This design comes from an exercise in tuning for small area on the open sky130 flow, not from production work.
Function was checked by simulation only, so behaviour that the tests miss may differ from the original. No driver is modelled on the clock port, so clocking that relies on it looks cheaper here than on a real chip.

Setup of oak:
// polar_costas
module polar_costas (
  input aclk,
  input aresetn,
  input signed [15:0] s_axis_i_tdata,
  input               s_axis_i_tvalid,
  output              s_axis_i_tready,
  input signed [15:0] s_axis_q_tdata,
  input               s_axis_q_tvalid,
  output              s_axis_q_tready,
  output signed [15:0] m_axis_i_sync_tdata,
  output               m_axis_i_sync_tvalid,
  input                m_axis_i_sync_tready,
  output signed [15:0] m_axis_q_sync_tdata,
  output               m_axis_q_sync_tvalid,
  input                m_axis_q_sync_tready
);
make LEC_CHECK=0 ABC_AREA=1 CAP_MARGIN=20 CORE_MARGIN=2 CORE_UTILIZATION=40 GPL_TIMING_DRIVEN=0 SLEW_MARGIN=20 finish   # period 10.0 ns
run.sh (not shown) runs the stock make flow with config.mk's settings and CLKGATE_MAP_FILE= SYNTH_SCRIPT=/design/flow/synth_recipe.tcl, a recipe that flattens the netlist after the stock synthesis.
oak finished all stages; layout check result: FAIL, due to design-rule violations.
Input changes introduced in pine (baseline for comparison: oak):
- putting CTS_CLUSTER_SIZE at 34 where nothing was set
- clearing GPL_TIMING_DRIVEN, which used to be 0
- putting CTS_CLUSTER_DIAMETER at 70 where nothing was set
==> comparison <==
pine had finished all stages when the layout checks came back failing, citing design-rule violations.
Relative to oak, register-to-register slack increased by 1.32 ns in pine.
#### Input delta (birch over pine)
- CTS_CLUSTER_SIZE no longer set, was 34
- CTS_CLUSTER_DIAMETER no longer set, was 70
==> flow/flow/run.sh (new file) <==
#!/bin/bash
# Own flow: the standard ORFS layout (standard.sh) with these changes.
#  1. Synthesis runs synth_recipe.tcl with one more option on yosys synth,
#     -noabc, which drops the quick ABC pass inside synth's fine stage, so that
#     extract_fa sees the design's adder trees as written; and the final ABC
#     mapping uses flow/abc_area.script (area-oriented mapping with &nf)
#     in place of ORFS's abc_area.script. Everything else (-nofsm -noshare,
#     the ORFS synthesis script, dfflibmap, flattening and renaming) is
#     unchanged, so the registers are those of the standard synthesis.
#  2. Clock-tree synthesis uses larger sink clusters, no dummy loads and no
#     non-default routing rule on the clock nets.
#  3. Every input and output port still gets its buffer (buffer_ports), of the
#     smallest buffer cell; the resizer sizes it up where timing needs it.
set -euo pipefail
W=$PWD
sed 's/yosys synth -nofsm -noshare {\*}\$args/yosys synth -nofsm -noshare -noabc {*}$args/' synth_recipe.tcl > synth_own.tmp
grep -q -- '-noabc' synth_own.tmp
{
  head -n 1 synth_own.tmp
  cat <<EOF
proc abc {args} {
  set i [lsearch \$args -script]
  if {\$i >= 0} { lset args [expr {\$i + 1}] $W/flow/abc_area.script }
  yosys abc {*}\$args
}
EOF
  tail -n +2 synth_own.tmp
} > synth_own.tcl
sed "s#SYNTH_SCRIPT=[^ ]*#SYNTH_SCRIPT=$W/synth_own.tcl#" standard.sh > standard_own.sh
grep -q 'synth_own.tcl' standard_own.sh
export CTS_ARGS="-sink_clustering_enable -repair_clock_nets -dont_use_dummy_load -apply_ndr none -sink_clustering_size 30 -sink_clustering_max_diameter 100"
export BUFFER_PORTS_ARGS="-buffer_cell sky130_fd_sc_hd__buf_1"
bash standard_own.sh > standard.log 2>&1
==> flow/flow/abc_area.script (new file) <==
strash
&get -n
&fraig -x
&put
scorr
dc2
strash
&get -n
&dch -f
&nf -R 1000
&put
topo
stime -c
==> flow/standard.sh (new file) <==
#!/bin/bash
# synth_recipe.tcl (not shown) runs the flow's synth.tcl, then flattens the netlist and writes it again
# the make line also repeats each setting of config.mk as NAME=value (left out here)
make -C /OpenROAD-flow-scripts/flow DESIGN_CONFIG=/design/flow/config.mk WORK_HOME=/design/flow/orfs CLKGATE_MAP_FILE= SYNTH_SCRIPT=/design/flow/synth_recipe.tcl "${@:-finish}"
removed: flow/run.sh
### Flow results
birch: done, clean on timing, DRC and antenna
After synthesis and placement, the instance count of birch is below that of pine.
Changes observed in birch relative to pine: worst slack after detailed placement shows a reduction of 1.50 ns; post-synthesis area per instance shows an increase of 2.2 um2; wire length after detailed routing shows a reduction of 9.6 mm; wire length on met2 shows a reduction of 5.2 mm.
The critical path endpoint comes out cmpy.mix.im[31] in one run and lp.sum[36] in the other, namely in pine and birch respectively.
Inputs modified between birch and maple:
- CORE_UTILIZATION now 55, was 40
==> comparison <==
Taking birch as the reference, in maple number of nets at the end of the flow about even; maximum frequency now larger; design area fell by 1.3%.
met4 as the uppermost signal routing layer after detailed routing was reported by maple, and met5 by birch.
The final layout from maple, which completed every stage, passed the timing, DRC and antenna checks at the end of the flow.
The most used routing layer comes out met2 in one run and met1 in the other, namely in maple and birch respectively.
On met2 usage in global routing: between birch and maple, it ends up higher for maple.
Side by side, die area turned out lower in maple than in birch.


Starting RTL as in the previous note.
==> flow/config.mk <==
export PLATFORM = sky130hd
export DESIGN_NAME = polar_costas
export DESIGN_NICKNAME = polar_costas
export VERILOG_FILES = /design/flow/design.v
export SDC_FILE = /design/flow/constraint.sdc
export NUM_CORES = 4
export LEC_CHECK = 0
export ABC_AREA = 1
export CAP_MARGIN = 20
export CORE_MARGIN = 2
export CORE_UTILIZATION = 40
export SLEW_MARGIN = 20
==> flow/constraint.sdc <==
create_clock -name core_clock -period 10.0 [get_ports {aclk}]
set_input_delay 2.0000 -clock core_clock [delete_from_list [all_inputs] [get_ports {aclk}]]
set_output_delay 2.0000 -clock core_clock [all_outputs]
set_load 0.01 [all_outputs]
standard.sh (not shown) runs the stock make flow with config.mk's settings and CLKGATE_MAP_FILE= SYNTH_SCRIPT=/design/flow/synth_recipe.tcl, a recipe that flattens the netlist after the stock synthesis.
==> flow/flow/run.sh <==
#!/bin/bash
# The standard layout, with clock-tree synthesis given larger sink clusters,
# no dummy loads and no non-default routing rule on the clock nets.
set -e
export CTS_ARGS="-sink_clustering_enable -repair_clock_nets -dont_use_dummy_load -apply_ndr none -sink_clustering_size 30 -sink_clustering_max_diameter 100"
bash standard.sh > standard.log 2>&1
Change:
==> flow/flow/run.sh (replaced) <==
#!/bin/bash
# Own flow: the standard ORFS layout (standard.sh) with these changes.
#  1. Synthesis runs synth_recipe.tcl with one more option on yosys synth,
#     -noabc, which drops the quick ABC pass inside synth's fine stage, so that
#     extract_fa sees the design's adder trees as written; and the final ABC
#     mapping uses flow/abc_area.script (area-oriented mapping with &nf)
#     in place of ORFS's abc_area.script. Everything else (-nofsm -noshare,
#     the ORFS synthesis script, dfflibmap, flattening and renaming) is
#     unchanged, so the registers are those of the standard synthesis.
#  2. Clock-tree synthesis uses larger sink clusters, no dummy loads and no
#     non-default routing rule on the clock nets.
#  3. Every input and output port still gets its buffer (buffer_ports), of the
#     smallest buffer cell; the resizer sizes it up where timing needs it.
set -euo pipefail
W=$PWD
sed 's/yosys synth -nofsm -noshare {\*}\$args/yosys synth -nofsm -noshare -noabc {*}$args/' synth_recipe.tcl > synth_own.tmp
grep -q -- '-noabc' synth_own.tmp
{
  head -n 1 synth_own.tmp
  cat <<EOF
proc abc {args} {
  set i [lsearch \$args -script]
  if {\$i >= 0} { lset args [expr {\$i + 1}] $W/flow/abc_area.script }
  yosys abc {*}\$args
}
EOF
  tail -n +2 synth_own.tmp
} > synth_own.tcl
sed "s#SYNTH_SCRIPT=[^ ]*#SYNTH_SCRIPT=$W/synth_own.tcl#" standard.sh > standard_own.sh
grep -q 'synth_own.tcl' standard_own.sh
export CTS_ARGS="-sink_clustering_enable -repair_clock_nets -dont_use_dummy_load -apply_ndr none -sink_clustering_size 36 -sink_clustering_max_diameter 60"
export BUFFER_PORTS_ARGS="-buffer_cell sky130_fd_sc_hd__buf_1"
bash standard_own.sh > standard.log 2>&1
==> flow/flow/abc_area.script (new file) <==
strash
&get -n
&fraig -x
&put
scorr
dc2
strash
&get -n
&dch -f
&nf -R 1000
&put
topo
stime -c
--- a/flow/config.mk
+++ b/flow/config.mk
@@ -8,5 +8,5 @@
 export ABC_AREA = 1
-export CAP_MARGIN = 20
+export CAP_MARGIN = 5
 export CORE_MARGIN = 2
-export CORE_UTILIZATION = 40
-export SLEW_MARGIN = 20
+export CORE_UTILIZATION = 55
+export SLEW_MARGIN = 5
Result: Sequential share of layout area increases by 1.4 points; global-route usage increases by 6.3 points; routed wire length decreases by a few percent; die area decreases by a quarter to a third; maximum frequency decreases by roughly a tenth.
Change:
==> flow/run.sh (new file) <==
#!/bin/bash
# synth_recipe.tcl (not shown) runs the flow's synth.tcl, then flattens the netlist and writes it again
# the make line also repeats each setting of config.mk as NAME=value (left out here)
make -C /OpenROAD-flow-scripts/flow DESIGN_CONFIG=/design/flow/config.mk WORK_HOME=/design/flow/orfs CLKGATE_MAP_FILE= SYNTH_SCRIPT=/design/flow/synth_recipe.tcl finish
--- a/flow/config.mk
+++ b/flow/config.mk
@@ -8,5 +8,7 @@
 export ABC_AREA = 1
-export CAP_MARGIN = 5
+export CAP_MARGIN = 20
 export CORE_MARGIN = 2
-export CORE_UTILIZATION = 55
-export SLEW_MARGIN = 5
+export CORE_UTILIZATION = 40
+export CTS_CLUSTER_DIAMETER = 100
+export CTS_CLUSTER_SIZE = 30
+export SLEW_MARGIN = 20
removed: flow/flow/run.sh
removed: flow/flow/abc_area.script
removed: flow/standard.sh
Outcome: Now the flow completed, yet does not pass: design-rule violations; flip-flop and latch count is unchanged; cell count is higher by about a fifth; clock-buffer cell count goes up by 7; synthesized cell count climbs by about a fifth; wire length rises by a few percent; via count is higher by a few percent; first-iteration DRC count came out higher slightly; core utilization decreases by 17 points.


polar_costas again, from the RTL that the note above started with.
Settings: LEC_CHECK=0, ABC_AREA=1, CAP_MARGIN=20, CORE_MARGIN=2, CORE_UTILIZATION=40, CTS_CLUSTER_DIAMETER=100, CTS_CLUSTER_SIZE=30, SLEW_MARGIN=20; clock period 10.0 ns.
==> flow/flow/run.sh <==
#!/bin/bash
# Standard layout, with clock-tree synthesis told not to add dummy loads.
set -e
export CTS_ARGS="-sink_clustering_enable -repair_clock_nets -dont_use_dummy_load -sink_clustering_size 30 -sink_clustering_max_diameter 100"
bash standard.sh > standard.log 2>&1
The baseline reached the layout checks and failed them: DRC.
Next try:
==> flow/flow/run.sh (replaced) <==
#!/bin/bash
# Own flow: the standard ORFS layout (standard.sh) with two changes.
#  1. Synthesis runs synth_recipe.tcl with one more option on yosys synth,
#     -noabc, which drops the quick ABC pass inside synth's fine stage, so that
#     extract_fa sees the design's adder trees as written. Everything else
#     (-nofsm -noshare, the ORFS synthesis script, flattening and renaming) is
#     unchanged.
#  2. Clock-tree synthesis uses larger sink clusters, no dummy loads and no
#     non-default routing rule on the clock nets.
set -euo pipefail
sed 's/yosys synth -nofsm -noshare {\*}\$args/yosys synth -nofsm -noshare -noabc {*}$args/' synth_recipe.tcl > synth_noabc.tcl
grep -q -- '-noabc' synth_noabc.tcl
sed "s#SYNTH_SCRIPT=[^ ]*#SYNTH_SCRIPT=$PWD/synth_noabc.tcl#" standard.sh > standard_noabc.sh
grep -q 'synth_noabc.tcl' standard_noabc.sh
export CTS_ARGS="-sink_clustering_enable -repair_clock_nets -dont_use_dummy_load -apply_ndr none -sink_clustering_size 30 -sink_clustering_max_diameter 100"
bash standard_noabc.sh > standard.log 2>&1
CTS_CLUSTER_DIAMETER = unset   (was 100)
CTS_CLUSTER_SIZE = unset   (was 30)
=> The changed run ran to the end with no violations; register-to-register slack got worse by 0.17 ns; critical path depth increases by 7; clock-buffer cell count is unchanged; setup slack got worse by 0.17 ns; cell area decreases by 0.38%.

port drivers added, routing unchanged:
How much do the figures lean on ideal ports? The routed layouts below were timed once more, with nothing changed but the port constraints.
Step 1: set_driving_cell puts a clkbuf_16 on aclk and a buf_2 on each other input, an assumption about the parent block.
Step 2 also shifts input and output timing later by t, the mid clock arrival at the registers, as if the neighbouring blocks saw the same clock.
a / b / c = ideal ports / drivers / drivers and shift; a / b = the first two.
run	t (ns)	setup WS [ns]	clock arrival spread, ns	cell pins on the clock port's net
oak	0.883	0.905 / 0.905 / 0.905	0.101 / 0.100	1
pine	0.872	2.220 / 2.220 / 2.220	0.076 / 0.076	1
birch	0.851	0.934 / 0.934 / 0.934	0.126 / 0.126	1
maple	0.811	1.265 / 1.265 / 1.265	0.132 / 0.132	1
the first run of note 2	0.797	2.258 / 2.258 / 2.258	0.172 / 0.173	1
the second run of note 2	0.832	1.242 / 1.242 / 1.242	0.165 / 0.165	1
the third run of note 2	0.858	2.270 / 2.270 / 2.270	0.124 / 0.125	1
the first run of note 3	0.801	2.278 / 2.278 / 2.278	0.170 / 0.169	1
the second run of note 3	0.823	2.110 / 2.110 / 2.110	0.144 / 0.145	1
